Source: an optimization exercise on an open RTL-to-GDS flow (aim: small area, a short achievable clock period and few clock cycles per item). Production flows keep margins and buffers that such runs may drop.
The RTL was checked by simulation tests, not by an equivalence proof against the original design.
Power and IR drop assume default switching activity.

File: flow/flow/abc.script
strash
&get -n
&st
&if -g -K 5
&st
&dch
&put
map -D 1000
upsize -D 1000
dnsize -D 1000
File: flow/standard.sh
#!/bin/bash
# synth_recipe.tcl (not shown) runs the flow's synth.tcl, then flattens the netlist and writes it again
# the make line also repeats each setting of config.mk as NAME=value (left out here)
make -C /OpenROAD-flow-scripts/flow DESIGN_CONFIG=/design/flow/config.mk WORK_HOME=/design/flow/orfs CLKGATE_MAP_FILE= SYNTH_SCRIPT=/design/flow/synth_recipe.tcl "${@:-finish}"
File: flow/design.v
`default_nettype none
module top #(
    parameter WIDTH = 4
) (
    input wire clk,
    input wire rst,
    input wire               in_valid,
    input wire [WIDTH*4-1:0] in_data,
    output wire              in_ready,
    output reg               out_valid,
    output reg [WIDTH*4-1:0] out_data,
    input wire               out_ready
);
    wire [3:0] a0 = in_data[3:0];
    wire [3:0] b0 = in_data[7:4];
    wire [3:0] a1 = in_data[11:8];
    wire [3:0] b1 = in_data[15:12];
    wire [7:0] p0, p1;
    wire m0_pp00 = a0[0] & b0[0];
    wire m0_pp01 = a0[0] & b0[1];
    wire m0_pp02 = a0[0] & b0[2];
    wire m0_pp03 = a0[0] & b0[3];
    wire m0_pp10 = a0[1] & b0[0];
    wire m0_pp11 = a0[1] & b0[1];
    wire m0_pp12 = a0[1] & b0[2];
    wire m0_pp13 = a0[1] & b0[3];
    wire m0_pp20 = a0[2] & b0[0];
    wire m0_pp21 = a0[2] & b0[1];
    wire m0_pp22 = a0[2] & b0[2];
    wire m0_pp23 = a0[2] & b0[3];
    wire m0_pp30 = a0[3] & b0[0];
    wire m0_pp31 = a0[3] & b0[1];
    wire m0_pp32 = a0[3] & b0[2];
    wire m0_pp33 = a0[3] & b0[3];
    wire m0_hs0 = m0_pp03 ^ m0_pp12;
    wire m0_hc0 = m0_pp03 & m0_pp12;
    wire m0_hs1 = m0_pp13 ^ m0_pp22;
    wire m0_hc1 = m0_pp13 & m0_pp22;
    wire m0_hs2 = m0_pp02 ^ m0_pp11;
    wire m0_hc2 = m0_pp02 & m0_pp11;
    wire m0_fs3 = m0_hs0 ^ m0_pp21 ^ m0_pp30;
    wire m0_fc3 = (m0_hs0 & m0_pp21) | (m0_hs0 & m0_pp30) | (m0_pp21 & m0_pp30);
    wire m0_fs4 = m0_hc0 ^ m0_hs1 ^ m0_pp31;
    wire m0_fc4 = (m0_hc0 & m0_hs1) | (m0_hc0 & m0_pp31) | (m0_hs1 & m0_pp31);
    wire m0_fs5 = m0_hc1 ^ m0_pp23 ^ m0_pp32;
    wire m0_fc5 = (m0_hc1 & m0_pp23) | (m0_hc1 & m0_pp32) | (m0_pp23 & m0_pp32);
    wire [7:0] m0_ra = {1'b0, m0_fc5, m0_fc4, m0_fc3, m0_hc2, m0_hs2, m0_pp01, m0_pp00};
    wire [7:0] m0_rb = {1'b0, m0_pp33, m0_fs5, m0_fs4, m0_fs3, m0_pp20, m0_pp10, 1'b0};
    wire [8:0] m0_c;
    assign m0_c[0] = 1'b0;
    assign p0[0] = m0_ra[0] ^ m0_rb[0] ^ m0_c[0];
    assign m0_c[1] = (m0_ra[0] & m0_rb[0]) | (m0_ra[0] & m0_c[0]) | (m0_rb[0] & m0_c[0]);
    assign p0[1] = m0_ra[1] ^ m0_rb[1] ^ m0_c[1];
    assign m0_c[2] = (m0_ra[1] & m0_rb[1]) | (m0_ra[1] & m0_c[1]) | (m0_rb[1] & m0_c[1]);
    assign p0[2] = m0_ra[2] ^ m0_rb[2] ^ m0_c[2];
    assign m0_c[3] = (m0_ra[2] & m0_rb[2]) | (m0_ra[2] & m0_c[2]) | (m0_rb[2] & m0_c[2]);
    assign p0[3] = m0_ra[3] ^ m0_rb[3] ^ m0_c[3];
    assign m0_c[4] = (m0_ra[3] & m0_rb[3]) | (m0_ra[3] & m0_c[3]) | (m0_rb[3] & m0_c[3]);
    assign p0[4] = m0_ra[4] ^ m0_rb[4] ^ m0_c[4];
    assign m0_c[5] = (m0_ra[4] & m0_rb[4]) | (m0_ra[4] & m0_c[4]) | (m0_rb[4] & m0_c[4]);
    assign p0[5] = m0_ra[5] ^ m0_rb[5] ^ m0_c[5];
    assign m0_c[6] = (m0_ra[5] & m0_rb[5]) | (m0_ra[5] & m0_c[5]) | (m0_rb[5] & m0_c[5]);
    assign p0[6] = m0_ra[6] ^ m0_rb[6] ^ m0_c[6];
    assign m0_c[7] = (m0_ra[6] & m0_rb[6]) | (m0_ra[6] & m0_c[6]) | (m0_rb[6] & m0_c[6]);
    assign p0[7] = m0_ra[7] ^ m0_rb[7] ^ m0_c[7];
    assign m0_c[8] = (m0_ra[7] & m0_rb[7]) | (m0_ra[7] & m0_c[7]) | (m0_rb[7] & m0_c[7]);
    wire m1_pp00 = a1[0] & b1[0];
    wire m1_pp01 = a1[0] & b1[1];
    wire m1_pp02 = a1[0] & b1[2];
    wire m1_pp03 = a1[0] & b1[3];
    wire m1_pp10 = a1[1] & b1[0];
    wire m1_pp11 = a1[1] & b1[1];
    wire m1_pp12 = a1[1] & b1[2];
    wire m1_pp13 = a1[1] & b1[3];
    wire m1_pp20 = a1[2] & b1[0];
    wire m1_pp21 = a1[2] & b1[1];
    wire m1_pp22 = a1[2] & b1[2];
    wire m1_pp23 = a1[2] & b1[3];
    wire m1_pp30 = a1[3] & b1[0];
    wire m1_pp31 = a1[3] & b1[1];
    wire m1_pp32 = a1[3] & b1[2];
    wire m1_pp33 = a1[3] & b1[3];
    wire m1_hs0 = m1_pp03 ^ m1_pp12;
    wire m1_hc0 = m1_pp03 & m1_pp12;
    wire m1_hs1 = m1_pp13 ^ m1_pp22;
    wire m1_hc1 = m1_pp13 & m1_pp22;
    wire m1_hs2 = m1_pp02 ^ m1_pp11;
    wire m1_hc2 = m1_pp02 & m1_pp11;
    wire m1_fs3 = m1_hs0 ^ m1_pp21 ^ m1_pp30;
    wire m1_fc3 = (m1_hs0 & m1_pp21) | (m1_hs0 & m1_pp30) | (m1_pp21 & m1_pp30);
    wire m1_fs4 = m1_hc0 ^ m1_hs1 ^ m1_pp31;
    wire m1_fc4 = (m1_hc0 & m1_hs1) | (m1_hc0 & m1_pp31) | (m1_hs1 & m1_pp31);
    wire m1_fs5 = m1_hc1 ^ m1_pp23 ^ m1_pp32;
    wire m1_fc5 = (m1_hc1 & m1_pp23) | (m1_hc1 & m1_pp32) | (m1_pp23 & m1_pp32);
    wire [7:0] m1_ra = {1'b0, m1_fc5, m1_fc4, m1_fc3, m1_hc2, m1_hs2, m1_pp01, m1_pp00};
    wire [7:0] m1_rb = {1'b0, m1_pp33, m1_fs5, m1_fs4, m1_fs3, m1_pp20, m1_pp10, 1'b0};
    wire [8:0] m1_c;
    assign m1_c[0] = 1'b0;
    assign p1[0] = m1_ra[0] ^ m1_rb[0] ^ m1_c[0];
    assign m1_c[1] = (m1_ra[0] & m1_rb[0]) | (m1_ra[0] & m1_c[0]) | (m1_rb[0] & m1_c[0]);
    assign p1[1] = m1_ra[1] ^ m1_rb[1] ^ m1_c[1];
    assign m1_c[2] = (m1_ra[1] & m1_rb[1]) | (m1_ra[1] & m1_c[1]) | (m1_rb[1] & m1_c[1]);
    assign p1[2] = m1_ra[2] ^ m1_rb[2] ^ m1_c[2];
    assign m1_c[3] = (m1_ra[2] & m1_rb[2]) | (m1_ra[2] & m1_c[2]) | (m1_rb[2] & m1_c[2]);
    assign p1[3] = m1_ra[3] ^ m1_rb[3] ^ m1_c[3];
    assign m1_c[4] = (m1_ra[3] & m1_rb[3]) | (m1_ra[3] & m1_c[3]) | (m1_rb[3] & m1_c[3]);
    assign p1[4] = m1_ra[4] ^ m1_rb[4] ^ m1_c[4];
    assign m1_c[5] = (m1_ra[4] & m1_rb[4]) | (m1_ra[4] & m1_c[4]) | (m1_rb[4] & m1_c[4]);
    assign p1[5] = m1_ra[5] ^ m1_rb[5] ^ m1_c[5];
    assign m1_c[6] = (m1_ra[5] & m1_rb[5]) | (m1_ra[5] & m1_c[5]) | (m1_rb[5] & m1_c[5]);
    assign p1[6] = m1_ra[6] ^ m1_rb[6] ^ m1_c[6];
    assign m1_c[7] = (m1_ra[6] & m1_rb[6]) | (m1_ra[6] & m1_c[6]) | (m1_rb[6] & m1_c[6]);
    assign p1[7] = m1_ra[7] ^ m1_rb[7] ^ m1_c[7];
    assign m1_c[8] = (m1_ra[7] & m1_rb[7]) | (m1_ra[7] & m1_c[7]) | (m1_rb[7] & m1_c[7]);
    assign in_ready = out_ready;
    always @(posedge clk) begin
        if (rst) begin
            out_valid <= 1'b0;
        end else if (out_ready) begin
            out_valid <= in_valid;
        end
        if (out_ready) begin
            out_data <= {p1, p0};
        end
    end
endmodule
File: flow/config.mk
export PLATFORM = sky130hd
export DESIGN_NAME = top
export DESIGN_NICKNAME = top
export VERILOG_FILES = /design/flow/design.v
export SDC_FILE = /design/flow/constraint.sdc
export NUM_CORES = 4
export LEC_CHECK = 0
export CAP_MARGIN = 20
export CORE_MARGIN = 2
export CORE_UTILIZATION = 40
export SLEW_MARGIN = 20
File: flow/flow/post_gpl.tcl
# The output ports other than in_ready are driven from registers and have
# slack to spare: their port buffers can be the smallest buffer.
foreach port [get_ports {out_data[*] out_valid}] {
  set net [get_nets [get_full_name $port]]
  foreach pin [get_pins -of_objects $net -filter "direction == output"] {
    set inst [get_cells -of_objects $pin]
    if {[get_property [get_lib_cells -of_objects $inst] name] eq "sky130_fd_sc_hd__buf_2"} {
      puts "post_gpl: [get_full_name $inst] -> sky130_fd_sc_hd__buf_1"
      replace_cell $inst sky130_fd_sc_hd__buf_1
    }
  }
}
File: flow/constraint.sdc
create_clock -name core_clock -period 3.5 [get_ports {clk}]
set_input_delay 0.7000 -clock core_clock [delete_from_list [all_inputs] [get_ports {clk}]]
set_output_delay 0.7000 -clock core_clock [all_outputs]
set_load 0.01 [all_outputs]
File: flow/flow/run.sh
#!/bin/bash
# Standard ORFS layout (standard.sh) with these changes:
#  - synthesis maps the logic with flow/abc.script instead of ORFS's ABC
#    script; everything else in the standard synthesis is unchanged, so the
#    registers and their names are the standard synthesis's;
#  - full adders are not extracted into fa/ha cells, so ABC maps the adder
#    trees itself;
#  - every port gets a plain buf_2 buffer instead of the delay buffer that
#    buffer_ports picks by default, and after global placement
#    (flow/post_gpl.tcl) the output buffers that only drive an output port
#    are made buf_1.
# Each tool's full log is in orfs/logs/; make's output is in flow.log.
set -euo pipefail
W=$PWD
cat > "$W/own_synth.tcl" <<EOT
proc abc {args} {
  set i [lsearch -exact \$args -script]
  if {\$i >= 0} { lset args [expr {\$i + 1}] $W/flow/abc.script }
  yosys abc {*}\$args
}
source $W/synth_recipe.tcl
EOT
bash standard.sh "SYNTH_SCRIPT=$W/own_synth.tcl" "ADDER_MAP_FILE=" \
  "BUFFER_PORTS_ARGS=-buffer_cell sky130_fd_sc_hd__buf_2" \
  "POST_GLOBAL_PLACE_TCL=$W/flow/post_gpl.tcl" finish > flow.log 2>&1
==> notes.md, run 1 <==
* Run status: timing/DRC/antenna clean
* Psw at 0.000164 W
* Amount of wire on met3 after detailed routing at 89 um
* Most common flop cell mapped by yosys: sky130_fd_sc_hd__edfxtp_1
* Slew HR at 73.9%
* Overall fraction of global-route tracks in use at 14.2%
* Arrival time at the worst endpoint at 1.25 ns
* Wire length of the first global-routing pass at 4040 um
* Worst setup SP type: input pin
* Endpoint of the worst hold path: out_valid
* Routed Antenna Nets at 0
* CTS sink count at 17
* Final Max Tran Viols at 0
* Start of the worst register-to-register path: out_valid
* Total length of routed met2 wires at 1330 um
* Relative contribution of sequential cells to total power at 49.7%
* Number of port buffers at 37
* Count of boundary I/O pins at 38
* Relative area change from synthesis to final layout at 18.1%
* Endpoints failing hold at 0
* Path class of the lowest-slack min-delay path: flip-flop to flip-flop
* Kind of cell adding the most delay to the critical path: buffers and inverters
* Sequential area share after synthesis at 37.8%
* Number of clock buffers inserted by TritonCTS at 3
* CTS root buf: sky130_fd_sc_hd__clkbuf_4
* Highest metal layer used by the detailed router: met4
* Comb pwr share at 30.9%
* Final routed DRC violation total at 0
* Vias in the first global route at 1097
* Fraction of final layout cells with drive strength greater than 1 at 18.2%
* Number of endpoints failing setup at the final stage at 0
* Hold Crit Start: out_valid
* Achievable Freq at 514 MHz
* Number of cells produced by synthesis at 180
* Switching share of power at 31.4%
* Number of cells on the worst hold path at 2
* Delay of the slowest cell on the worst path at 0.33 ns
* Combined area of the multi-input logic cells at 736 sq um
* Fin Clk Skew at 0 ns
* RSZ-0062 raised after global routing: false
* Clock-pin transition on the worst setup and hold timing paths at 0.09 ns
* Yosys reg bits at 17
* Synthesized cell area at 1320 sq um
* Ratio of final minimum period to clock period at 55.6%
* CTS tree: yes
* Maxcap violations at 0
* Die Y at 61.5 um
* Wire length per cell after detailed routing at 9.44 um
* WP data required at 2.80 ns
* Internal power of the cells at 0.000357 W
* List of cells traversed by the critical path: buf_2 -> buf_2
* Leakage Power at 0.678 nW
* Pin count of the biggest net entering global routing at 19
* Register Area at 500 sq um
* CP max stage cell: sky130_fd_sc_hd__buf_2
* H-Tree Level Count at 1
* Number of antenna cells inserted at 0
* First-pass detailed-route iteration total at 4
* # rows at 20
* Met1 layer wirelength in the final routing at 1040 um
* PwrDens at 334 nW/um^2
* DR iter-0 viols at 76
* Core Area at 3100 sq um
* Initial antenna violation count at 0
* Placed Instance Area at 1530 sq um
* Setup total negative slack at 0 ns
* Overall power of the completed layout at 0.000521 W
* CTS hold repair buffers at 0
* Clock power share at 19.4%
* Wire length reported by the detailed router at 2490 um
* Biggest fanout along the worst timing path at 18
* Buffer levels on the longest clock path at 2
* Via density per instance at 4.84
* Die X at 61.5 um
* Path type of the worst setup path: input pin to output pin
* NumNets Final at 241
* Actual transition at the worst max-transition pin at 0.392 ns
* Worst path buffer plus inverter count at 2
* Async set-reset flop share out of synthesis at 0%
* Fin area at 1560 sq um
* Avg Cell Area, Syn at 7.35 sq um
* Nature of the critical path endpoint: output pin
* Number of enable flip-flop cells after synthesis at 16
* End of the worst register-to-register path: out_valid
* Post-CTS resize count at 0
* FF-to-FF path depth at 2
* Post-placement cell count at 260
* Crit path time final at 1.95 ns
* Cell mode on critical path: sky130_fd_sc_hd__buf_2
* Filler Cell Count at 313
* Post-Syn Nets at 200
* Yosys warning count at 1
* Number of distinct library cells after synthesis at 26
* Number of setup buffers added after CTS at 0
* Post-detailed-placement half-perimeter wirelength at 2060 um
* Reg2Reg Setup Slack at 2.92 ns
* Clock latency on the worst-skew pair at 0.28 ns
* Effective utilization at floorplan at 42.6%
* Final Non-Filler Cells at 264
* Overflow after GRT at 0
* Max VDD drop at 0.000102 V
* Total die area at 3780 sq um
* Overall via count from detail_route at 1278
synthesized netlist by cell type, types with 3 or more instances:
master | count | area share, %
sky130_fd_sc_hd__a22oi_1 | 5 | 2.8
sky130_fd_sc_hd__nor2_1 | 20 | 5.7
sky130_fd_sc_hd__a21oi_1 | 6 | 2.3
sky130_fd_sc_hd__nand2_2 | 6 | 2.8
sky130_fd_sc_hd__xor2_1 | 4 | 2.6
sky130_fd_sc_hd__clkinv_1 | 17 | 4.8
sky130_fd_sc_hd__nand3_1 | 12 | 4.5
sky130_fd_sc_hd__xnor2_1 | 6 | 4.0
sky130_fd_sc_hd__inv_1 | 4 | 1.1
sky130_fd_sc_hd__nand2_1 | 59 | 17
sky130_fd_sc_hd__o21ai_2 | 3 | 2.0
sky130_fd_sc_hd__edfxtp_1 | 16 | 36
state kept, by name, indices dropped and copies added (netlist names):
signal	cells
out_valid	1
out_data	16
placed cells by master (no fill, tap or decap), types with 4 or more instances in the layout:
master and instances:
sky130_fd_sc_hd__edfxtp_1 16, sky130_fd_sc_hd__inv_1 4, sky130_fd_sc_hd__nand2_2 6, sky130_fd_sc_hd__nand3_1 12, sky130_fd_sc_hd__a22oi_1 5, sky130_fd_sc_hd__clkinv_1 17, sky130_fd_sc_hd__nor2_1 20, sky130_fd_sc_hd__buf_1 17
sky130_fd_sc_hd__nand2_1 59, sky130_fd_sc_hd__xor2_1 4, sky130_fd_sc_hd__buf_2 20, sky130_fd_sc_hd__a21oi_1 6, sky130_fd_sc_hd__xnor2_1 6
worst max path at each step:
stage	endpoint	slack, ns	cells after the start	from
floorplan	out_data[6]	1.65	10	in_data[4]
global placement	out_data[6]	1.40	11	in_data[4]
detailed placement	out_data[6]	1.38	12	in_data[0]
CTS	in_ready	1.53	2	out_ready
global route	in_ready	1.50	2	out_ready
finish	in_ready	1.55	2	out_ready
per-stage QoR:
stage          hold WS, ns  utilization (%)  worst slack [ns]
6_report             0.504             50.3              1.55
5_1_grt              0.533             50.3              1.50
4_1_cts              0.514             50.3              1.53
3_5_place_dp         0.491             49.4              1.38
3_3_place_gp         0.469             50.1              1.40
2_1_floorplan        0.528                -              1.65
logic make-up after synthesis:
kind of cell | Yosys count | synth area share (%)
buffers and inverters | 22 | 6.53
AOI/OAI and AO/OA | 23 | 12.0
xor gates and xnor gates | 10 | 6.62
muxes | 1 | 0.757
DFF | 17 | 37.8
and+or+nand+nor | 107 | 36.2
layout make-up:
cell class              count  share of cell area (%)
multi-input cells         141                    47.1
flip-flops and latches     17                    32.1
repair buffers             37                    10.5
inverters                  21                    5.05
well taps                  44                    3.53
clock buffers               3                    1.44
clock inverters             1                   0.321
power by group through the flow:
stage	registers (W)	clock network [W]	logic, W
floorplan	0.000278	0	0.0000955
CTS	0.000259	0.000107	0.000163
finish	0.000259	0.000101	0.000161
global route	0.000262	0.000110	0.000183
global placement	0.000263	0	0.000166
detailed placement	0.000264	0	0.000162
routing by layer:
layer,vias to the layer above,GRT usage [%]
met2,27,28.1
met4,0,6.38
met1,571,14.9
met3,4,1.26
met5,-,0
li1,676,-
Testbench counts, summed over its fixed seeds: cycles 3,208, items 3,200.
==> run 2: changes to the inputs <==
--- a/flow/flow/run.sh
+++ b/flow/flow/run.sh
@@ -8,5 +8,5 @@
 #  - every port gets a plain buf_2 buffer instead of the delay buffer that
-#    buffer_ports picks by default, and after global placement
-#    (flow/post_gpl.tcl) the output buffers that only drive an output port
-#    are made buf_1.
+#    buffer_ports picks by default; after global placement flow/post_gpl.tcl
+#    makes the buffers of ports with slack to spare buf_1, and out_ready's,
+#    which drives every register enable and in_ready, buf_4.
 # Each tool's full log is in orfs/logs/; make's output is in flow.log.
@@ -24,2 +24,3 @@
   "BUFFER_PORTS_ARGS=-buffer_cell sky130_fd_sc_hd__buf_2" \
-  "POST_GLOBAL_PLACE_TCL=$W/flow/post_gpl.tcl" finish > flow.log 2>&1
+  "POST_GLOBAL_PLACE_TCL=$W/flow/post_gpl.tcl" \
+  "SETUP_SLACK_MARGIN=1.75" "SETUP_MOVE_SEQUENCE=sizeup,swap" finish > flow.log 2>&1
==> flow/flow/post_gpl.tcl (replaced) <==
# Port buffers, after global placement. buffer_ports gave every port a buf_2.
proc port_buffer {port} {
  set net [get_nets [get_full_name $port]]
  foreach pin [get_pins -of_objects $net] {
    set inst [get_cells -of_objects $pin]
    set cell [get_property [get_lib_cells -of_objects $inst] name]
    if {[string match sky130_fd_sc_hd__buf_* $cell]} { return $inst }
  }
  return ""
}
proc set_port_buffer {ports cell} {
  foreach port [get_ports $ports] {
    set inst [port_buffer $port]
    if {$inst ne ""} {
      puts "post_gpl: [get_full_name $port]: [get_full_name $inst] -> $cell"
      replace_cell $inst $cell
    }
  }
}
# The outputs driven straight from registers, and the inputs that only feed
# out_valid's register, have slack to spare: the smallest buffer will do.
set_port_buffer {out_data[*] out_valid rst in_valid} sky130_fd_sc_hd__buf_1
# out_ready drives every register's enable and, through in_ready's buffer,
# the in_ready port: a stronger buffer shortens the out_ready-to-in_ready path.
set_port_buffer {out_ready} sky130_fd_sc_hd__buf_4
==> notes.md, run 2 <==
* Worst path buffer plus inverter count at 2 (unchanged)
* Reg2Reg Setup Slack at 2.91 ns (about the same)
* Relative contribution of sequential cells to total power at 43.9% (-5.8 points)
* WP data required at 2.80 ns (about the same)
* Overall via count from detail_route at 1282 (+0.31%)
* Endpoints failing hold at 0 (unchanged)
* Worst setup SP type: input pin
* Ratio of final minimum period to clock period at 49.1% (-6.5 points)
* CTS sink count at 17 (unchanged)
* PwrDens at 297 nW/um^2 (-11%)
* Max FFs per register at 16 (unchanged)
* Avg Cell Area, Syn at 7.35 sq um (unchanged)
* Final Max Tran Viols at 0 (unchanged)
* Run status: timing/DRC/antenna clean
* NumNets Final at 241 (unchanged)
* Die Y at 61.5 um (unchanged)
* Number of endpoints failing setup at the final stage at 0 (unchanged)
* Wire length per cell after detailed routing at 11.4 um (+21%)
* Wire length reported by the detailed router at 3000 um (+21%)
* Achievable Freq at 582 MHz (+13%)
* Switching share of power at 35.0% (+3.6 points)
* Combined area of the multi-input logic cells at 1080 sq um (+47%)
* Final critical-path setup slack at 1.78 ns (+0.229 ns)
* Relative area change from synthesis to final layout at 50.0%
* Clock latency on the worst-skew pair at 0.30 ns (+0.02 ns)
* Arrival time at the worst endpoint at 1.02 ns (-0.23 ns)
* Post-Syn Nets at 200 (unchanged)
* Path class of the lowest-slack min-delay path: flip-flop to flip-flop
* Synth top cells by count: sky130_fd_sc_hd__nand2_1 (59), sky130_fd_sc_hd__nor2_1 (20), sky130_fd_sc_hd__clkinv_1 (17)
* Crit path time final at 1.72 ns (-0.229 ns)
* Yosys reg bits at 17 (unchanged)
* Worst setup timing slack at the placement stage at 1.37 ns (-0.0152 ns)
* Synth Area in Compound Gates at 12.0% (unchanged)
* Start of the worst register-to-register path: out_valid
* Routed Antenna Nets at 0 (unchanged)
* Initial antenna violation count at 0 (unchanged)
* Register with the most flip-flops: out_data
* Dominant cell by count in the synthesized netlist: sky130_fd_sc_hd__nand2_1
* Synth top area share at 36.3% (unchanged)
* Nature of the critical path endpoint: output pin
* Max VDD drop at 0.000162 V (+58%)
* # rows at 20 (unchanged)
* Dominant combinational cell family by area after synthesis: simple AND/OR/NAND/NOR gates
* FF-to-FF path depth at 2 (unchanged)
* Synthesized cell area at 1320 sq um (unchanged)
* Clock-pin transition on the worst setup and hold timing paths at 0.12 ns (+0.03 ns)
* Buffer levels on the longest clock path at 2 (unchanged)
* Biggest fanout along the worst timing path at 18 (unchanged)
* Sequential area share after synthesis at 37.8% (unchanged)
* Placed Instance Area at 1730 sq um (+13%)
* Maxcap violations at 0 (unchanged)
* Multiplexer area fraction after synthesis at 0.757% (unchanged)
* Path type of the worst setup path: input pin to output pin
* Number of port buffers at 37 (unchanged)
* Kind of cell adding the most delay to the critical path: buffers and inverters
* Slew HR at 69.6% (-4.2 points)
* Async set-reset flop share out of synthesis at 0% (unchanged)
* List of cells traversed by the critical path: buf_8 -> buf_2
* Overflow after GRT at 0 (unchanged)
* Yosys warning count at 1 (unchanged)
* CTS hold repair buffers at 0 (unchanged)
* Overall power of the completed layout at 0.000590 W (+13%)
* Post-detailed-placement half-perimeter wirelength at 2370 um (+15%)
* RSZ-0062 raised after global routing: true
* Final routed DRC violation total at 0 (unchanged)
* Core Area at 3100 sq um (unchanged)
* Most frequent standard cell in the layout excluding fill and tap cells: sky130_fd_sc_hd__nand2_1
* Fraction of final layout cells with drive strength greater than 1 at 45.9% (+28 points)
* Filler Cell Count at 301 (-3.8%)
* Number of distinct library cells after synthesis at 26 (unchanged)
* Wire length of the first global-routing pass at 4740 um (+17%)
* Die X at 61.5 um (unchanged)
* Pin count of the biggest net entering global routing at 19 (unchanged)
* Effective utilization at floorplan at 42.6% (unchanged)
* Number of enable flip-flop cells after synthesis at 16 (unchanged)
* Leakage Power at 0.867 nW (+28%)
* Comb pwr share at 37.2% (+6.3 points)
* Number of cells on the worst hold path at 2 (unchanged)
* Area leader, netlist: sky130_fd_sc_hd__edfxtp_1
* Hold Crit Start: out_valid
* Psw at 0.000206 W (+26%)
* Count of boundary I/O pins at 38 (unchanged)
* Total die area at 3780 sq um (unchanged)
* Register Area at 500 sq um (unchanged)
* Largest registers ranked by flip-flop count: out_data x16, out_valid x1
* Actual transition at the worst max-transition pin at 0.454 ns (+0.0619 ns)
* CP max stage cell: sky130_fd_sc_hd__buf_8
* Fin Clk Skew at 0 ns (unchanged)
* Vias in the first global route at 1123 (+2.4%)
* DR iter-0 viols at 30 (-61%)
* Clock power share at 18.9% (-0.5 points)
* Number of cells produced by synthesis at 180 (unchanged)
* H-Tree Level Count at 1 (unchanged)
* Dominant cells by area after synthesis: sky130_fd_sc_hd__edfxtp_1 (36%), sky130_fd_sc_hd__nand2_1 (17%), sky130_fd_sc_hd__nor2_1 (5.7%), sky130_fd_sc_hd__clkinv_1 (4.8%), sky130_fd_sc_hd__nand3_1 (4.5%)
* Delay of the slowest cell on the worst path at 0.16 ns (-0.17 ns)
* End of the worst register-to-register path: out_valid
* Overall fraction of global-route tracks in use at 16.7% (+2.5 points)
* Area fraction in and, or, nand and nor cells after synthesis at 36.2% (unchanged)
* Fraction of the mapped netlist area in adder cells at 0% (unchanged)
* First-pass detailed-route iteration total at 4 (unchanged)
* Most common flop cell mapped by yosys: sky130_fd_sc_hd__edfxtp_1
* CTS root buf: sky130_fd_sc_hd__clkbuf_4
* Number of clock buffers inserted by TritonCTS at 3 (unchanged)
* Fin area at 1980 sq um (+27%)
* Setup total negative slack at 0 ns (unchanged)
* Area share of xor/xnor cells in the synthesized design at 6.62% (unchanged)
* Via density per instance at 4.86 (+0.31%)
* Internal power of the cells at 0.000384 W (+7.3%)
* Endpoint of the worst hold path: out_valid
* CTS tree: yes
* Most frequent cells in the layout: sky130_fd_sc_hd__nand2_1 (30), sky130_fd_sc_hd__buf_1 (19), sky130_fd_sc_hd__nand2_4 (17), sky130_fd_sc_hd__nand2_2 (16), sky130_fd_sc_hd__edfxtp_1 (16)
* Number of antenna cells inserted at 0 (unchanged)
==> run 2: cell counts after synthesis <==
No cell type changed its count.
==> run 2: what timing repair did <==
action                     in CTS  in global routing
cloned                          0                  0
setup endpoints to repair       3                  8
gates resized for setup         7                 64
setup buffers                   0                  0
pin swaps                       2                 26
==> run 2: cell type report <==
type	count	area share (%)
timing repair buffer	37	11.7
clock buffer	3	1.14
clock inverter	1	0.252
sequential	17	25.2
tap	44	2.78
inverter	21	4.48
multi-input combinational	141	54.4
==> run 2: layer usage <==
| layer | global-route usage, % | vias up | share of wire [%] |
|---|---|---|---|
| met3 | 2.73 | 4 | 4.1 |
| met2 | 27.8 | 30 | 49 |
| met4 | 4.56 | 0 | 0.93 |
| met5 | 0 | - | 0 |
| met1 | 22.5 | 574 | 46 |
| li1 | - | 674 | - |
==> run 2: metrics by stage <==
step	cells	hold slack, ns	util [%]
6_report	264	0.527	63.9
5_1_grt	264	0.543	63.9
4_1_cts	264	0.533	57.3
3_5_place_dp	260	0.501	55.8
3_3_place_gp	260	0.473	56.5
2_1_floorplan	180	0.528	-
==> run 2: power groups by stage <==
stage,Combinational (W),Clock [W],Sequential (W)
CTS,0.000193,0.000116,0.000259
global placement,0.000192,0,0.000263
detailed placement,0.000190,0,0.000264
finish,0.000220,0.000111,0.000259
floorplan,0.000113,0,0.000278
global route,0.000243,0.000121,0.000262
==> run 2: kinds of logic (layout without fill, tap and decap cells) <==
logic type / count (synthesis) / after routing
buf+inv: 22 / 62
flops: 17 / 17
simple gates: 107 / 107
compound gates: 23 / 23
xor+xnor: 10 / 10
mux: 1 / 1
==> run 2: worst max-delay path by stage <==
stage                     from           to  slack [ns]  cells past startpoint
floorplan           in_data[4]  out_data[6]        1.69                     10
global placement    in_data[5]  out_data[6]        1.39                     10
detailed placement  in_data[1]  out_data[6]        1.37                     10
CTS                 in_data[3]  out_data[6]        1.75                     11
global route        in_data[0]  out_data[6]        1.72                     11
finish               out_ready     in_ready        1.78                      2
==> run 3: changes to the inputs <==
--- a/flow/flow/run.sh
+++ b/flow/flow/run.sh
@@ -24,3 +24,2 @@
   "BUFFER_PORTS_ARGS=-buffer_cell sky130_fd_sc_hd__buf_2" \
-  "POST_GLOBAL_PLACE_TCL=$W/flow/post_gpl.tcl" \
-  "SETUP_SLACK_MARGIN=1.75" "SETUP_MOVE_SEQUENCE=sizeup,swap" finish > flow.log 2>&1
+  "POST_GLOBAL_PLACE_TCL=$W/flow/post_gpl.tcl" finish > flow.log 2>&1
--- a/flow/config.mk
+++ b/flow/config.mk
@@ -9,3 +9,4 @@
 export CORE_MARGIN = 2
-export CORE_UTILIZATION = 40
+export CORE_UTILIZATION = 65
+export PLACE_DENSITY = 0.75
 export SLEW_MARGIN = 20
==> notes.md, run 3 <==
* Wire length per cell after detailed routing at 9.95 um (-13%)
* Post-Syn Nets at 200 (unchanged)
* Path type of the worst setup path: input pin to flip-flop
* Synth top cells by count: sky130_fd_sc_hd__nand2_1 (59), sky130_fd_sc_hd__nor2_1 (20), sky130_fd_sc_hd__clkinv_1 (17)
* Sequential area share after synthesis at 37.8% (unchanged)
* Arrival time at the worst endpoint at 1.95 ns (+0.93 ns)
* CTS root buf: sky130_fd_sc_hd__clkbuf_4
* DR iter-0 viols at 37 (+23%)
* Synthesized cell area at 1320 sq um (unchanged)
* Setup total negative slack at 0 ns (unchanged)
* Max VDD drop at 0.000214 V (+32%)
* Run status: timing/DRC/antenna clean
* Dominant cells by area after synthesis: sky130_fd_sc_hd__edfxtp_1 (36%), sky130_fd_sc_hd__nand2_1 (17%), sky130_fd_sc_hd__nor2_1 (5.7%), sky130_fd_sc_hd__clkinv_1 (4.8%), sky130_fd_sc_hd__nand3_1 (4.5%)
* H-Tree Level Count at 1 (unchanged)
* Number of distinct library cells after synthesis at 26 (unchanged)
* Ratio of final minimum period to clock period at 55.3% (+6.2 points)
* Cell mode on critical path: sky130_fd_sc_hd__nand2_1
* List of cells traversed by the critical path: buf_2 -> and2_1 -> nand3_1 -> clkinv_1 -> nand2_1 -> nand2_1 -> nand2_1 -> nand4_2 -> nand3_2 -> o2bb2ai_1 -> nand2_1
* Pin count of the biggest net entering global routing at 19 (unchanged)
* Fin Clk Skew at 0 ns (unchanged)
* Total die area at 2410 sq um (-36%)
* Leakage Power at 0.671 nW (-23%)
* Number of setup buffers added after CTS at 0 (unchanged)
* Post-CTS resize count at 0 (-7)
* Number of endpoints failing setup at the final stage at 0 (unchanged)
* Final routed DRC violation total at 0 (unchanged)
* Relative area change from synthesis to final layout at 16.4%
* Slew HR at 80.1% (+10 points)
* Delay of the slowest cell on the worst path at 0.19 ns (+0.03 ns)
* CTS tree: yes
* Vias in the first global route at 1108 (-1.3%)
* Overflow after GRT at 0 (unchanged)
* Post-detailed-placement half-perimeter wirelength at 2180 um (-8.2%)
* Number of clock buffers inserted by TritonCTS at 3 (unchanged)
* Worst hold-check slack at 0.510 ns (-0.0170 ns)
* Most frequent standard cell in the layout excluding fill and tap cells: sky130_fd_sc_hd__nand2_1
* Maxcap violations at 0 (unchanged)
* Clock-pin transition on the worst setup and hold timing paths at 0.08 ns (-0.04 ns)
* Avg Cell Area, Syn at 7.35 sq um (unchanged)
* RSZ-0062 raised after global routing: false
* Synth top area share at 36.3% (unchanged)
* Crit path time final at 1.93 ns (+0.217 ns)
* Buffer levels on the longest clock path at 2 (unchanged)
* Achievable Freq at 517 MHz (-11%)
* Number of port buffers at 37 (unchanged)
* CP max stage cell: sky130_fd_sc_hd__and2_1
* Effective utilization at floorplan at 68.1% (+25 points)
* Biggest fanout along the worst timing path at 4 (-14)
* CTS sink count at 17 (unchanged)
* Number of enable flip-flop cells after synthesis at 16 (unchanged)
* Number of cells on the worst hold path at 2 (unchanged)
* Count of boundary I/O pins at 38 (unchanged)
* Wire length reported by the detailed router at 2460 um (-18%)
* Actual transition at the worst max-transition pin at 0.299 ns (-0.155 ns)
* Path class of the lowest-slack min-delay path: flip-flop to flip-flop
* Yosys reg bits at 17 (unchanged)
* CTS hold repair buffers at 0 (unchanged)
* Worst setup SP type: input pin
* Area leader, netlist: sky130_fd_sc_hd__edfxtp_1
* Most common flop cell mapped by yosys: sky130_fd_sc_hd__edfxtp_1
* Nature of the critical path endpoint: flip-flop
* FF-to-FF path depth at 2 (unchanged)
* Die X at 49.1 um (-20%)
* Via density per instance at 5.20 (+7.1%)
* Max FFs per register at 16 (unchanged)
* PwrDens at 334 nW/um^2 (+12%)
* Final Max Tran Viols at 0 (unchanged)
* Overall fraction of global-route tracks in use at 23.1% (+6.4 points)
* Wire length of the first global-routing pass at 4390 um (-7.4%)
* Initial antenna violation count at 0 (unchanged)
* Endpoints failing hold at 0 (unchanged)
* First-pass detailed-route iteration total at 4 (unchanged)
* Number of cells produced by synthesis at 180 (unchanged)
* NumNets Final at 241 (unchanged)
* Async set-reset flop share out of synthesis at 0% (unchanged)
* Dominant cell by count in the synthesized netlist: sky130_fd_sc_hd__nand2_1
* Number of antenna cells inserted at 0 (unchanged)
* Routed Antenna Nets at 0 (unchanged)
* Largest registers ranked by flip-flop count: out_data x16, out_valid x1
* Register with the most flip-flops: out_data
* Clock latency on the worst-skew pair at 0.26 ns (-0.04 ns)
* WP data required at 3.52 ns (+0.72 ns)
* Die Y at 49.1 um (-20%)
* Most frequent cells in the layout: sky130_fd_sc_hd__nand2_1 (59), sky130_fd_sc_hd__nor2_1 (20), sky130_fd_sc_hd__buf_1 (19), sky130_fd_sc_hd__clkinv_1 (17), sky130_fd_sc_hd__buf_2 (17)
* Yosys warning count at 1 (unchanged)
* # rows at 16 (-20%)
* Overall via count from detail_route at 1285 (+0.23%)
* Core Area at 1940 sq um (-37%)
* Fraction of final layout cells with drive strength greater than 1 at 16.8% (-29 points)
## run 3: final timing paths
check / start / to / slack [ns]
worst min-delay path: out_valid / out_valid / 0.51
worst max-delay path: in_data[4] / out_data[6] / 1.57
worst max register to register: out_valid / out_valid / 2.92
worst min register to register: out_valid / out_valid / 0.51
## run 3: stage by stage
stage	cells	util (%)	instance area (sq um)	worst slack (ns)	power (W)
floorplan	180	-	1320	1.65	0.000374
global placement	243	79.0	1530	1.44	0.000425
detailed placement	243	77.9	1510	1.28	0.000429
CTS	247	79.3	1540	1.57	0.000517
global route	247	79.3	1540	1.45	0.000548
finish	247	79.3	1540	1.57	0.000514
## run 3: cell families after synthesis
family / count (synthesis) / synth area share (%)
and+or+nand+nor: 107 / 36.2
AOI/OAI and AO/OA: 23 / 12.0
buffers and inverters: 22 / 6.53
DFF: 17 / 37.8
xor gates and xnor gates: 10 / 6.62
muxes: 1 / 0.757
## run 3: layer usage
layer / track usage [%] / vias up / share of wire, %
met2: 39.2 / 37 / 46
met4: 5.71 / 0 / 0.41
li1: - / 678 / -
met3: 2.15 / 2 / 5.8
met1: 31.7 / 568 / 48
met5: 0 / - / 0
## run 3: worst max-delay path, delay by kind of cell
family,cells,cell delay (ns)
buffers and inverters,2,0.20
and+or+nand+nor,8,0.93
AOI/OAI and AO/OA,1,0.14
## run 3: report_power, final
group	total, W	switching [W]	leakage [nW]	internal, W
registers	0.000259	0.00000578	0.164	0.000253
logic	0.000165	0.000103	0.492	0.0000619
clock network	0.0000908	0.0000468	0.0150	0.0000440
total	0.000514	0.000155	0.671	0.000359
## run 3: cell type report
| type | instances | area (sq um) |
|---|---|---|
| fillers | 152 | 403 |
| clock buffers | 4 | 26.3 |
| repair buffers | 37 | 164 |
| multi-input cells | 141 | 736 |
| well taps | 27 | 33.8 |
| flip-flops and latches | 17 | 500 |
| inverters | 21 | 78.8 |
==> run 4: changes to the inputs <==
--- a/flow/config.mk
+++ b/flow/config.mk
@@ -9,4 +9,4 @@
 export CORE_MARGIN = 2
-export CORE_UTILIZATION = 65
-export PLACE_DENSITY = 0.75
+export CORE_UTILIZATION = 50
+export PLACE_DENSITY = 0.65
 export SLEW_MARGIN = 20
==> notes.md, run 4 <==
* Run status: timing/DRC/antenna clean
* Slew HR at 80.9% (+0.79 points)
* RSZ-0062 raised after global routing: false
* Number of antenna cells inserted at 0 (unchanged)
* Fraction of the mapped netlist area in adder cells at 0% (unchanged)
* Synth Area in Compound Gates at 12.0% (unchanged)
* H-Tree Level Count at 1 (unchanged)
* Placed Instance Area at 1520 sq um (+0.25%)
* Biggest fanout along the worst timing path at 6 (+2)
* Wire length reported by the detailed router at 2490 um (+1.3%)
* Effective utilization at floorplan at 52.9% (-15 points)
* Overall fraction of global-route tracks in use at 18.2% (-4.9 points)
* Routed Antenna Nets at 0 (unchanged)
* FF-to-FF path depth at 2 (unchanged)
* # rows at 18 (+2)
* CP max stage cell: sky130_fd_sc_hd__nor2_1
* Core Area at 2500 sq um (+29%)
* Number of enable flip-flop cells after synthesis at 16 (unchanged)
* Multiplexer area fraction after synthesis at 0.757% (unchanged)
* Start of the worst register-to-register path: out_valid
* Number of clock buffers inserted by TritonCTS at 3 (unchanged)
* Final Max Tran Viols at 0 (unchanged)
* Initial antenna violation count at 0 (unchanged)
* Overall via count from detail_route at 1236 (-3.8%)
* Number of distinct library cells after synthesis at 26 (unchanged)
* Fin area at 1540 sq um (+0.32%)
* Number of endpoints failing setup at the final stage at 0 (unchanged)
* Maxcap violations at 0 (unchanged)
* Avg Cell Area, Syn at 7.35 sq um (unchanged)
* PwrDens at 344 nW/um^2 (+3.1%)
* Most frequent cells in the layout: sky130_fd_sc_hd__nand2_1 (59), sky130_fd_sc_hd__nor2_1 (20), sky130_fd_sc_hd__buf_1 (19), sky130_fd_sc_hd__clkinv_1 (17), sky130_fd_sc_hd__buf_2 (17)
* CTS hold repair buffers at 0 (unchanged)
* Path type of the worst setup path: input pin to flip-flop
* Endpoint of the worst hold path: out_valid
* Leakage Power at 0.673 nW (+0.41%)
* Fraction of final layout cells with drive strength greater than 1 at 17.3% (+0.45 points)
* Synth top area share at 36.3% (unchanged)
* Number of cells produced by synthesis at 180 (unchanged)
* Most common flop cell mapped by yosys: sky130_fd_sc_hd__edfxtp_1
* Endpoints failing hold at 0 (unchanged)
* Nature of the critical path endpoint: flip-flop
* Vias in the first global route at 1120 (+1.1%)
* Path class of the lowest-slack min-delay path: flip-flop to flip-flop
* Final routed DRC violation total at 0 (unchanged)
* Clock latency on the worst-skew pair at 0.30 ns (+0.04 ns)
* CTS root buf: sky130_fd_sc_hd__clkbuf_4
* Dominant cells by area after synthesis: sky130_fd_sc_hd__edfxtp_1 (36%), sky130_fd_sc_hd__nand2_1 (17%), sky130_fd_sc_hd__nor2_1 (5.7%), sky130_fd_sc_hd__clkinv_1 (4.8%), sky130_fd_sc_hd__nand3_1 (4.5%)
* Hold Crit Start: out_valid
* Delay of the slowest cell on the worst path at 0.17 ns (-0.02 ns)
* Most frequent standard cell in the layout excluding fill and tap cells: sky130_fd_sc_hd__nand2_1
* End of the worst register-to-register path: out_valid
* Kind of cell adding the most delay to the critical path: simple AND/OR/NAND/NOR gates
* WP data required at 3.56 ns (+0.04 ns)
* Largest registers ranked by flip-flop count: out_data x16, out_valid x1
* Post-CTS resize count at 0 (unchanged)
* Area fraction in and, or, nand and nor cells after synthesis at 36.2% (unchanged)
* Relative area change from synthesis to final layout at 16.7%
* Final Non-Filler Cells at 250 (+1.2%)
* Fin Clk Skew at 0 ns (unchanged)
* Synth top cells by count: sky130_fd_sc_hd__nand2_1 (59), sky130_fd_sc_hd__nor2_1 (20), sky130_fd_sc_hd__clkinv_1 (17)
* Post-Syn Nets at 200 (unchanged)
* Post-detailed-placement half-perimeter wirelength at 2100 um (-3.7%)
* Yosys warning count at 1 (unchanged)
* Reg2Reg Setup Slack at 2.92 ns (about the same)
* Number of cells on the worst hold path at 2 (unchanged)
* Clock-pin transition on the worst setup and hold timing paths at 0.11 ns (+0.03 ns)
* Count of boundary I/O pins at 38 (unchanged)
* Pin count of the biggest net entering global routing at 19 (unchanged)
* Arrival time at the worst endpoint at 1.89 ns (-0.06 ns)
* Max VDD drop at 0.000230 V (+7.4%)
* Worst setup timing slack at the placement stage at 1.34 ns (+0.0531 ns)
* Post-placement cell count at 246 (+1.2%)
* NumNets Final at 241 (unchanged)
* Worst path buffer plus inverter count at 3 (+1)
* Setup total negative slack at 0 ns (unchanged)
* CTS tree: yes
* Wire length of the first global-routing pass at 4610 um (+5.0%)
* Achievable Freq at 546 MHz (+5.7%)
* Overflow after GRT at 0 (unchanged)
* Register with the most flip-flops: out_data
* Die Y at 55.4 um (+13%)
* Max FFs per register at 16 (unchanged)
* Final critical-path setup slack at 1.67 ns (+0.104 ns)
* Total die area at 3070 sq um (+27%)
* CTS sink count at 17 (unchanged)
* First-pass detailed-route iteration total at 4 (unchanged)
* Worst setup SP type: input pin
* Actual transition at the worst max-transition pin at 0.287 ns (-0.0118 ns)
* Crit path time final at 1.83 ns (-0.104 ns)
* Cell mode on critical path: sky130_fd_sc_hd__nand2_1
* Synthesized cell area at 1320 sq um (unchanged)
* Number of port buffers at 37 (unchanged)
* Via density per instance at 4.94 (-5.0%)
* Area leader, netlist: sky130_fd_sc_hd__edfxtp_1
* Sequential area share after synthesis at 37.8% (unchanged)
* Ratio of final minimum period to clock period at 52.3% (-3.0 points)
* DR iter-0 viols at 31 (-16%)
* List of cells traversed by the critical path: buf_2 -> nand2_1 -> clkinv_1 -> nor2_1 -> clkinv_1 -> nand2_1 -> nand2_1 -> nand3_1 -> nand4_2 -> nand3_2 -> o2bb2ai_1 -> nand2_1
* Yosys reg bits at 17 (unchanged)
* Buffer levels on the longest clock path at 2 (unchanged)
* Worst hold-check slack at 0.515 ns (+0.00530 ns)
* Number of setup buffers added after CTS at 0 (unchanged)
* Dominant cell by count in the synthesized netlist: sky130_fd_sc_hd__nand2_1
* Dominant combinational cell family by area after synthesis: simple AND/OR/NAND/NOR gates
* Async set-reset flop share out of synthesis at 0% (unchanged)
* Die X at 55.4 um (+13%)
* Area share of xor/xnor cells in the synthesized design at 6.62% (unchanged)
* Wire length per cell after detailed routing at 9.96 um (about the same)
==> run 4: cell counts after synthesis <==
Identical to the previous run, type by type.
==> run 4: worst reg2reg max path, cell delays in order (launching register included) <==
cell	delay (ns)
sky130_fd_sc_hd__dfxtp_1	0.33
sky130_fd_sc_hd__mux2i_1	0.12
sky130_fd_sc_hd__nor2_1	0.05
==> run 4: power breakdown <==
part,internal (W),leakage (nW),switching [W]
registers,0.000253,0.164,0.00000600
clock network,0.0000426,0.0177,0.0000681
logic,0.0000618,0.492,0.000100
total,0.000358,0.673,0.000174
==> run 4: worst max-delay path by stage <==
stage | start | end | slack, ns | cells past startpoint
final | in_data[5] | out_data[6] | 1.67 | 12
after global routing | in_data[5] | out_data[6] | 1.42 | 12
after CTS | in_data[5] | out_data[6] | 1.67 | 12
after detailed placement | in_data[5] | out_data[6] | 1.34 | 12
after global placement | in_data[4] | out_data[6] | 1.41 | 11
after floorplan | in_data[4] | out_data[6] | 1.65 | 10
==> run 4: layout make-up <==
type	count	area [sq um]
inverter	21	78.8
multi-input combinational	141	736
clock buffer	3	22.5
timing repair buffer	37	164
tap	30	37.5
sequential	17	500
clock inverter	1	5.00
fill	224	956
==> run 4: kinds of logic (layout without fill, tap and decap cells) <==
| kind of cell | count (synthesis) | after routing |
|---|---|---|
| flip-flops | 17 | 17 |
| multiplexers | 1 | 1 |
| XOR/XNOR | 10 | 10 |
| AND/OR/NAND/NOR | 107 | 107 |
| buffers and inverters | 22 | 62 |
| AO/OA/AOI/OAI | 23 | 23 |
==> run 4: per-stage QoR <==
stage	power, W	util (%)
global placement	0.000427	61.5
detailed placement	0.000427	60.7
floorplan	0.000374	-
global route	0.000569	61.8
CTS	0.000537	61.8
finish	0.000532	61.8
==> run 4: per-layer routing <==
layer	vias up	share of wire, %	wire [um]	track usage [%]
li1	672	-	-	-
met1	522	47	1180	24.8
met2	37	45	1110	28.9
met3	5	6.8	169	4.22
met4	0	1.4	35	5.23
met5	-	0	0	0
==> run 5: changes to the inputs <==
==> flow/flow/abc.script (replaced) <==
strash
&get -n
&st
&if -g -K 3
&st
&dch
&put
map -D 1000
upsize -D 1000
dnsize -D 1000
--- a/flow/config.mk
+++ b/flow/config.mk
@@ -9,4 +9,3 @@
 export CORE_MARGIN = 2
-export CORE_UTILIZATION = 50
-export PLACE_DENSITY = 0.65
+export CORE_UTILIZATION = 40
 export SLEW_MARGIN = 20
==> notes.md, run 5 <==
* Number of endpoints failing setup at the final stage at 0 (unchanged)
* Routed Antenna Nets at 0 (unchanged)
* Die Y at 62.1 um (+12%)
* Wire length of the first global-routing pass at 4730 um (+2.7%)
* # rows at 21 (+3)
* Initial antenna violation count at 0 (unchanged)
* Number of setup buffers added after CTS at 0 (unchanged)
* Arrival time at the worst endpoint at 1.93 ns (+0.04 ns)
* Placed Instance Area at 1570 sq um (+3.2%)
* Post-detailed-placement half-perimeter wirelength at 2260 um (+7.7%)
* Dominant cell by count in the synthesized netlist: sky130_fd_sc_hd__nand2_1
* CTS sink count at 17 (unchanged)
* Relative area change from synthesis to final layout at 17.8%
* Yosys warning count at 1 (unchanged)
* Pin count of the biggest net entering global routing at 19 (unchanged)
* Via density per instance at 4.70 (-4.9%)
* Biggest fanout along the worst timing path at 4 (-2)
* Overall fraction of global-route tracks in use at 14.8% (-3.4 points)
* CP max stage cell: sky130_fd_sc_hd__o21ai_1
* Slew HR at 77.7% (-3.2 points)
* Synthesized cell area at 1350 sq um (+2.2%)
* Worst path buffer plus inverter count at 2 (-1)
* Multiplexer area fraction after synthesis at 0.741% (-0.016 points)
* Number of clock buffers inserted by TritonCTS at 3 (unchanged)
* Area fraction in and, or, nand and nor cells after synthesis at 37.8% (+1.5 points)
* Reg2Reg Setup Slack at 2.92 ns (about the same)
* Overall via count from detail_route at 1288 (+4.2%)
* Number of distinct library cells after synthesis at 22 (-15%)
* Ratio of final minimum period to clock period at 54.2% (+1.9 points)
* Final routed DRC violation total at 0 (unchanged)
* Max VDD drop at 0.0000882 V (-62%)
* Yosys reg bits at 17 (unchanged)
* Fraction of the mapped netlist area in adder cells at 0% (unchanged)
* Leakage Power at 0.743 nW (+10%)
* CTS root buf: sky130_fd_sc_hd__clkbuf_4
* Post-Syn Nets at 208 (+4.0%)
* Area leader, netlist: sky130_fd_sc_hd__edfxtp_1
* Area share of xor/xnor cells in the synthesized design at 9.07% (+2.5 points)
* Effective utilization at floorplan at 41.1% (-12 points)
* Wire length per cell after detailed routing at 9.64 um (-3.2%)
* End of the worst register-to-register path: out_valid
* Dominant combinational cell family by area after synthesis: simple AND/OR/NAND/NOR gates
* Timing startpoint of the critical path: in_data[7]
* Setup total negative slack at 0 ns (unchanged)
* Synth Area in Compound Gates at 9.26% (-2.8 points)
* Synth top area share at 35.6% (-0.77 points)
* Vias in the first global route at 1075 (-4.0%)
* Final Max Tran Viols at 0 (unchanged)
* Clock-pin transition on the worst setup and hold timing paths at 0.08 ns (-0.03 ns)
* Post-CTS resize count at 0 (unchanged)
* Most frequent standard cell in the layout excluding fill and tap cells: sky130_fd_sc_hd__nand2_1
* Delay of the slowest cell on the worst path at 0.21 ns (+0.04 ns)
* Synth top cells by count: sky130_fd_sc_hd__nand2_1 (75), sky130_fd_sc_hd__nand3_1 (17), sky130_fd_sc_hd__edfxtp_1 (16)
* List of cells traversed by the critical path: buf_2 -> clkinv_1 -> o21ai_1 -> o21a_1 -> nand3_1 -> nand3_1 -> nand3_2 -> nand2_1 -> nand2_1 -> nand3_1 -> nand2_1
* Count of boundary I/O pins at 38 (unchanged)
* Overflow after GRT at 0 (unchanged)
* RSZ-0062 raised after global routing: false
* Clock latency on the worst-skew pair at 0.27 ns (-0.03 ns)
* Crit path time final at 1.90 ns (+0.0654 ns)
* Final core occ at 48.5% (-13 points)
* Maxcap violations at 0 (unchanged)
* Dominant cells by area after synthesis: sky130_fd_sc_hd__edfxtp_1 (36%), sky130_fd_sc_hd__nand2_1 (21%), sky130_fd_sc_hd__nand3_1 (6.3%), sky130_fd_sc_hd__xor2_1 (5.2%), sky130_fd_sc_hd__nand4_1 (4.6%)
* Register with the most flip-flops: out_data
* Die X at 62.1 um (+12%)
* Core Area at 3280 sq um (+31%)
* Async set-reset flop share out of synthesis at 0% (unchanged)
* Kind of cell adding the most delay to the critical path: simple AND/OR/NAND/NOR gates
* Worst setup SP type: input pin
* Cell count along the critical path at 11 (-1)
* Start of the worst register-to-register path: out_valid
* Fin area at 1590 sq um (+3.1%)
* FF-to-FF path depth at 2 (unchanged)
* Most frequent cells in the layout: sky130_fd_sc_hd__nand2_1 (75), sky130_fd_sc_hd__buf_1 (19), sky130_fd_sc_hd__nand3_1 (17), sky130_fd_sc_hd__buf_2 (17), sky130_fd_sc_hd__edfxtp_1 (16)
* Number of cells produced by synthesis at 188 (+4.4%)
* Path type of the worst setup path: input pin to flip-flop
* Fraction of final layout cells with drive strength greater than 1 at 13.2% (-4.1 points)
* Largest registers ranked by flip-flop count: out_data x16, out_valid x1
* Actual transition at the worst max-transition pin at 0.332 ns (+0.0444 ns)
* Avg Cell Area, Syn at 7.19 sq um (-2.2%)
* H-Tree Level Count at 1 (unchanged)
* Achievable Freq at 528 MHz (-3.5%)
* Filler Cell Count at 351 (+57%)
* Wire length reported by the detailed router at 2640 um (+6.1%)
* Fin Clk Skew at 0 ns (unchanged)
* Endpoints failing hold at 0 (unchanged)
* Number of antenna cells inserted at 0 (unchanged)
* Most common flop cell mapped by yosys: sky130_fd_sc_hd__edfxtp_1
* Run status: timing/DRC/antenna clean
* Sequential area share after synthesis at 37.0% (-0.81 points)
* Number of enable flip-flop cells after synthesis at 16 (unchanged)
* Setup crit end: out_data[6]
* CTS hold repair buffers at 0 (unchanged)
* Max FFs per register at 16 (unchanged)
* NumNets Final at 249 (+3.3%)
* Buffer levels on the longest clock path at 2 (unchanged)
* Path class of the lowest-slack min-delay path: flip-flop to flip-flop
* CTS tree: yes
* First-pass detailed-route iteration total at 4 (unchanged)
* WP data required at 3.54 ns (-0.02 ns)
* DR iter-0 viols at 37 (+19%)
* PwrDens at 330 nW/um^2 (-4.2%)
* Number of port buffers at 37 (unchanged)
* Nature of the critical path endpoint: flip-flop
* Total die area at 3860 sq um (+26%)
-- run 5: worst min-delay path by stage --
stage / end / from / slack [ns] / depth (start not counted)
2_1_floorplan: out_valid / out_valid / 0.53 / 2
3_3_place_gp: out_valid / out_valid / 0.48 / 2
3_5_place_dp: out_valid / out_valid / 0.49 / 2
4_1_cts: out_valid / out_valid / 0.52 / 2
5_1_grt: out_valid / rst / 0.54 / 2
6_report: out_valid / out_valid / 0.50 / 2
-- run 5: stage by stage --
| step | hold WS, ns | setup WS [ns] | instances | power [W] |
|---|---|---|---|---|
| after floorplan | 0.528 | 1.63 | 188 | 0.000379 |
| after global placement | 0.481 | 1.34 | 270 | 0.000441 |
| after detailed placement | 0.494 | 1.33 | 270 | 0.000435 |
| after CTS | 0.515 | 1.63 | 274 | 0.000532 |
| after global routing | 0.543 | 1.38 | 274 | 0.000569 |
| final | 0.502 | 1.60 | 274 | 0.000525 |
-- run 5: worst register-to-register path, cell delays in order (launching register included) --
cell	delay [ns]
sky130_fd_sc_hd__dfxtp_1	0.31
sky130_fd_sc_hd__mux2i_1	0.12
sky130_fd_sc_hd__nor2_1	0.05
-- run 5: power by group --
part | total, W | switching (W) | internal (W)
clock | 0.0000957 | 0.0000516 | 0.0000441
sequential | 0.000259 | 0.00000517 | 0.000254
combinational | 0.000171 | 0.000108 | 0.0000626
total | 0.000525 | 0.000165 | 0.000360
-- run 5: cells by family (layout without fill, tap and decap cells) --
| family | Yosys count | count (layout) |
|---|---|---|
| DFF | 17 | 17 |
| AOI/OAI and AO/OA | 18 | 18 |
| muxes | 1 | 1 |
| buffers and inverters | 21 | 61 |
| and+or+nand+nor | 117 | 117 |
| xor gates and xnor gates | 14 | 14 |
-- run 5: routing by layer --
layer | global-route usage (%) | vias to the layer above | part of all wire [%]
met2 | 20.9 | 32 | 40
li1 | - | 719 | -
met4 | 5.83 | 0 | 0.57
met3 | 2.54 | 2 | 4.6
met1 | 22.4 | 535 | 54
met5 | 0 | - | 0
-- run 5: layout make-up --
| class | count | area (sq um) | area share, % |
|---|---|---|---|
| timing repair buffer | 37 | 164 | 10.3 |
| clock buffer | 4 | 26.3 | 1.65 |
| tap | 46 | 57.6 | 3.62 |
| multi-input combinational | 150 | 768 | 48.3 |
| sequential | 17 | 500 | 31.4 |
| inverter | 20 | 75.1 | 4.72 |
==> run 6: changes to the inputs <==
==> flow/flow/abc.script (replaced) <==
strash
&get -n
&st
&if -g -K 5
&st
&dch
&put
map -D 1000
upsize -D 1000
dnsize -D 1000
==> notes.md, run 6 <==
* Relative contribution of sequential cells to total power at 49.8% (+0.5 points)
* Total die area at 3780 sq um (-2.0%)
* Effective utilization at floorplan at 42.6% (+1.5 points)
* Dominant cell by count in the synthesized netlist: sky130_fd_sc_hd__nand2_1
* Final routed DRC violation total at 0 (unchanged)
* Run status: timing/DRC/antenna clean
* Register Area at 500 sq um (unchanged)
* DR iter-0 viols at 63 (+70%)
* Clock-pin transition on the worst setup and hold timing paths at 0.09 ns (about the same)
* Max VDD drop at 0.000103 V (+17%)
* Actual transition at the worst max-transition pin at 0.275 ns (-0.0568 ns)
* Yosys warning count at 1 (unchanged)
* Wire length of the first global-routing pass at 4000 um (-15%)
* Number of endpoints failing setup at the final stage at 0 (unchanged)
* Async set-reset flop share out of synthesis at 0% (unchanged)
* Final Max Tran Viols at 0 (unchanged)
* Number of setup buffers added after CTS at 0 (unchanged)
* Psw at 0.000162 W (-1.5%)
* Worst setup SP type: input pin
* Post-Syn Nets at 200 (-3.8%)
* Leakage Power at 0.673 nW (-9.4%)
* Combined area of the multi-input logic cells at 736 sq um (-4.2%)
* Maxcap violations at 0 (unchanged)
* Avg Cell Area, Syn at 7.35 sq um (+2.2%)
* Wire length reported by the detailed router at 2440 um (-7.8%)
* Initial antenna violation count at 0 (unchanged)
* Ratio of final minimum period to clock period at 51.9% (-2.3 points)
* Overall via count from detail_route at 1260 (-2.2%)
* CTS tree: yes
* # rows at 20 (-4.8%)
* Cell mode on critical path: sky130_fd_sc_hd__nand2_1
* Die X at 61.5 um (-1.0%)
* Largest registers ranked by flip-flop count: out_data x16, out_valid x1
* NumNets Final at 241 (-3.2%)
* Number of enable flip-flop cells after synthesis at 16 (unchanged)
* First-pass detailed-route iteration total at 4 (unchanged)
* Filler Cell Count at 330 (-6.0%)
* CTS sink count at 17 (unchanged)
* Number of distinct library cells after synthesis at 26 (+18%)
* Delay of the slowest cell on the worst path at 0.19 ns (-0.02 ns)
* Path class of the lowest-slack min-delay path: flip-flop to flip-flop
* CTS hold repair buffers at 0 (unchanged)
* Clock latency on the worst-skew pair at 0.28 ns (about the same)
* Vias in the first global route at 1093 (+1.7%)
* Biggest fanout along the worst timing path at 5 (+1)
* Pin count of the biggest net entering global routing at 19 (unchanged)
* Overall fraction of global-route tracks in use at 14.1% (-0.71 points)
* Post-CTS resize count at 0 (unchanged)
* Most common flop cell mapped by yosys: sky130_fd_sc_hd__edfxtp_1
* Register with the most flip-flops: out_data
* Number of clock buffers inserted by TritonCTS at 3 (unchanged)
* Fraction of final layout cells with drive strength greater than 1 at 17.3% (+4.1 points)
* Number of port buffers at 37 (unchanged)
* Max FFs per register at 16 (unchanged)
* Core Area at 3100 sq um (-5.5%)
* Slew HR at 81.7% (+4.0 points)
* Synthesized cell area at 1320 sq um (-2.1%)
* Worst hold-check slack at 0.518 ns (+0.0158 ns)
* Most frequent cells in the layout: sky130_fd_sc_hd__nand2_1 (59), sky130_fd_sc_hd__nor2_1 (20), sky130_fd_sc_hd__buf_1 (19), sky130_fd_sc_hd__clkinv_1 (17), sky130_fd_sc_hd__buf_2 (17)
* Sequential area share after synthesis at 37.8% (+0.81 points)
* Die Y at 61.5 um (-1.0%)
* Path type of the worst setup path: input pin to flip-flop
* Endpoints failing hold at 0 (unchanged)
* Via density per instance at 4.77 (+1.5%)
* Internal power of the cells at 0.000358 W (-0.81%)
* Count of boundary I/O pins at 38 (unchanged)
* Number of antenna cells inserted at 0 (unchanged)
* List of cells traversed by the critical path: buf_2 -> nand2_1 -> nor2_2 -> nor2_1 -> clkinv_1 -> a21oi_1 -> nand2_1 -> nand3_2 -> o2bb2ai_1 -> nand2_1
* Nature of the critical path endpoint: flip-flop
* Final core occ at 50.3% (+1.9 points)
* Buffer levels on the longest clock path at 2 (unchanged)
* Clock power share at 19.2% (+1.0 points)
* CP max stage cell: sky130_fd_sc_hd__a21oi_1
* Switching share of power at 31.2% (-0.15 points)
* Post-detailed-placement half-perimeter wirelength at 2070 um (-8.4%)
* H-Tree Level Count at 1 (unchanged)
* RSZ-0062 raised after global routing: false
* Wire length per cell after detailed routing at 9.23 um (-4.3%)
* Achievable Freq at 551 MHz (+4.4%)
* CTS root buf: sky130_fd_sc_hd__clkbuf_4
* Synth top area share at 36.3% (+0.77 points)
* Overflow after GRT at 0 (unchanged)
* PwrDens at 333 nW/um^2 (+0.87%)
* Fin Clk Skew at 0 ns (unchanged)
* Setup total negative slack at 0 ns (unchanged)
* Synth top cells by count: sky130_fd_sc_hd__nand2_1 (59), sky130_fd_sc_hd__nor2_1 (20), sky130_fd_sc_hd__clkinv_1 (17)
* Crit path time final at 1.82 ns (-0.0792 ns)
* Comb pwr share at 31.0% (-1.5 points)
* Yosys reg bits at 17 (unchanged)
* Area leader, netlist: sky130_fd_sc_hd__edfxtp_1
* Routed Antenna Nets at 0 (unchanged)
* WP data required at 3.54 ns (about the same)
* Dominant cells by area after synthesis: sky130_fd_sc_hd__edfxtp_1 (36%), sky130_fd_sc_hd__nand2_1 (17%), sky130_fd_sc_hd__nor2_1 (5.7%), sky130_fd_sc_hd__clkinv_1 (4.8%), sky130_fd_sc_hd__nand3_1 (4.5%)
* Relative area change from synthesis to final layout at 18.1%
* Most frequent standard cell in the layout excluding fill and tap cells: sky130_fd_sc_hd__nand2_1
* Number of cells produced by synthesis at 180 (-4.3%)
* Arrival time at the worst endpoint at 1.86 ns (-0.07 ns)
-- run 6: cell types whose count changed after synthesis, sizes merged, moves of 5 or more --
cell / previous run / this run
a21oi: 0 / 6
nor2: 9 / 22
nand3: 19 / 14
clkinv: 12 / 17
nand2: 75 / 65
nand4: 10 / 2
-- run 6: worst paths after layout --
kind	endpoint	start	cells after the start	slack [ns]
setup / recovery	out_data[14]	in_data[8]	10	1.68
hold / removal	out_valid	out_valid	2	0.52
setup reg to reg	out_valid	out_valid	2	2.91
hold reg to reg	out_valid	out_valid	2	0.52
-- run 6: power groups by stage --
stage | combinational (W) | sequential [W] | clock [W]
floorplan | 0.0000955 | 0.000278 | 0
global placement | 0.000166 | 0.000263 | 0
detailed placement | 0.000162 | 0.000264 | 0
CTS | 0.000163 | 0.000259 | 0.000106
global route | 0.000184 | 0.000261 | 0.000111
finish | 0.000161 | 0.000259 | 0.0000999
-- run 6: final cells by class --
type                            instances  area share, %
Clock inverter                          1          0.321
Multi-Input combinational cell        141           47.1
Sequential cell                        17           32.1
Timing Repair Buffer                   37           10.5
Clock buffer                            3           1.44
Inverter                               21           5.05
Tap cell                               44           3.53
-- run 6: cell families after synthesis --
| logic type | Yosys count | share of synthesized area (%) |
|---|---|---|
| AND/OR/NAND/NOR | 107 | 36.2 |
| flip-flops | 17 | 37.8 |
| buffers and inverters | 22 | 6.53 |
| multiplexers | 1 | 0.757 |
| XOR/XNOR | 10 | 6.62 |
| AO/OA/AOI/OAI | 23 | 12.0 |
-- run 6: per-stage QoR --
stage / area (sq um) / cells / power (W) / worst slack [ns]
6_report: 1560 / 264 / 0.000520 / 1.68
3_5_place_dp: 1530 / 260 / 0.000426 / 1.39
3_3_place_gp: 1560 / 260 / 0.000429 / 1.40
5_1_grt: 1560 / 264 / 0.000556 / 1.53
4_1_cts: 1560 / 264 / 0.000528 / 1.68
2_1_floorplan: 1320 / 180 / 0.000374 / 1.65
-- run 6: layer usage --
metal | up-vias | global-route usage [%] | share of wire, %
li1 | 674 | - | -
met1 | 555 | 14.4 | 41
met2 | 27 | 28.3 | 54
met3 | 4 | 1.26 | 3.9
met4 | 0 | 6.38 | 1.5
met5 | - | 0 | 0
-- run 6: critical path: cells and delay by family --
kind                   cells  cell delay [ns]
AO/OA/AOI/OAI              2             0.31
buffers and inverters      2             0.22
AND/OR/NAND/NOR            6             0.62

==> what the ideal ports hide <==
How much do the figures lean on ideal ports? The routed layouts below were timed once more, with nothing changed but the port constraints.
Step 1 sets driving cells, clkbuf_16 on the clock port and buf_2 on the other inputs (assumed; they add their load-dependent delay and slew).
Step 2, shift: input delay + t, output delay - t, t = (earliest + latest rising clock arrival at the registers) / 2. This alone moves slack from input paths to output paths.
Three values: ideal, step 1, step 2; two values: the first two.
| run | t (ns) | slack for setup (ns) | pins driven straight from the clock port |
|---|---|---|---|
| run 1 | 0.303 | 1.554 / 1.533 / 1.369 | 1 |
| run 2 | 0.315 | 1.783 / 1.732 / 1.476 | 1 |
| run 3 | 0.283 | 1.566 / 1.566 / 1.282 | 1 |
| run 4 | 0.318 | 1.670 / 1.664 / 1.353 | 1 |
| run 5 | 0.292 | 1.604 / 1.604 / 1.311 | 1 |
| run 6 | 0.301 | 1.684 / 1.670 / 1.384 | 1 |
After both steps every run listed still meets setup and hold. The setup slack of run 4, which loses most, moves by -0.006 ns with the drivers and by -0.317 ns with both steps.
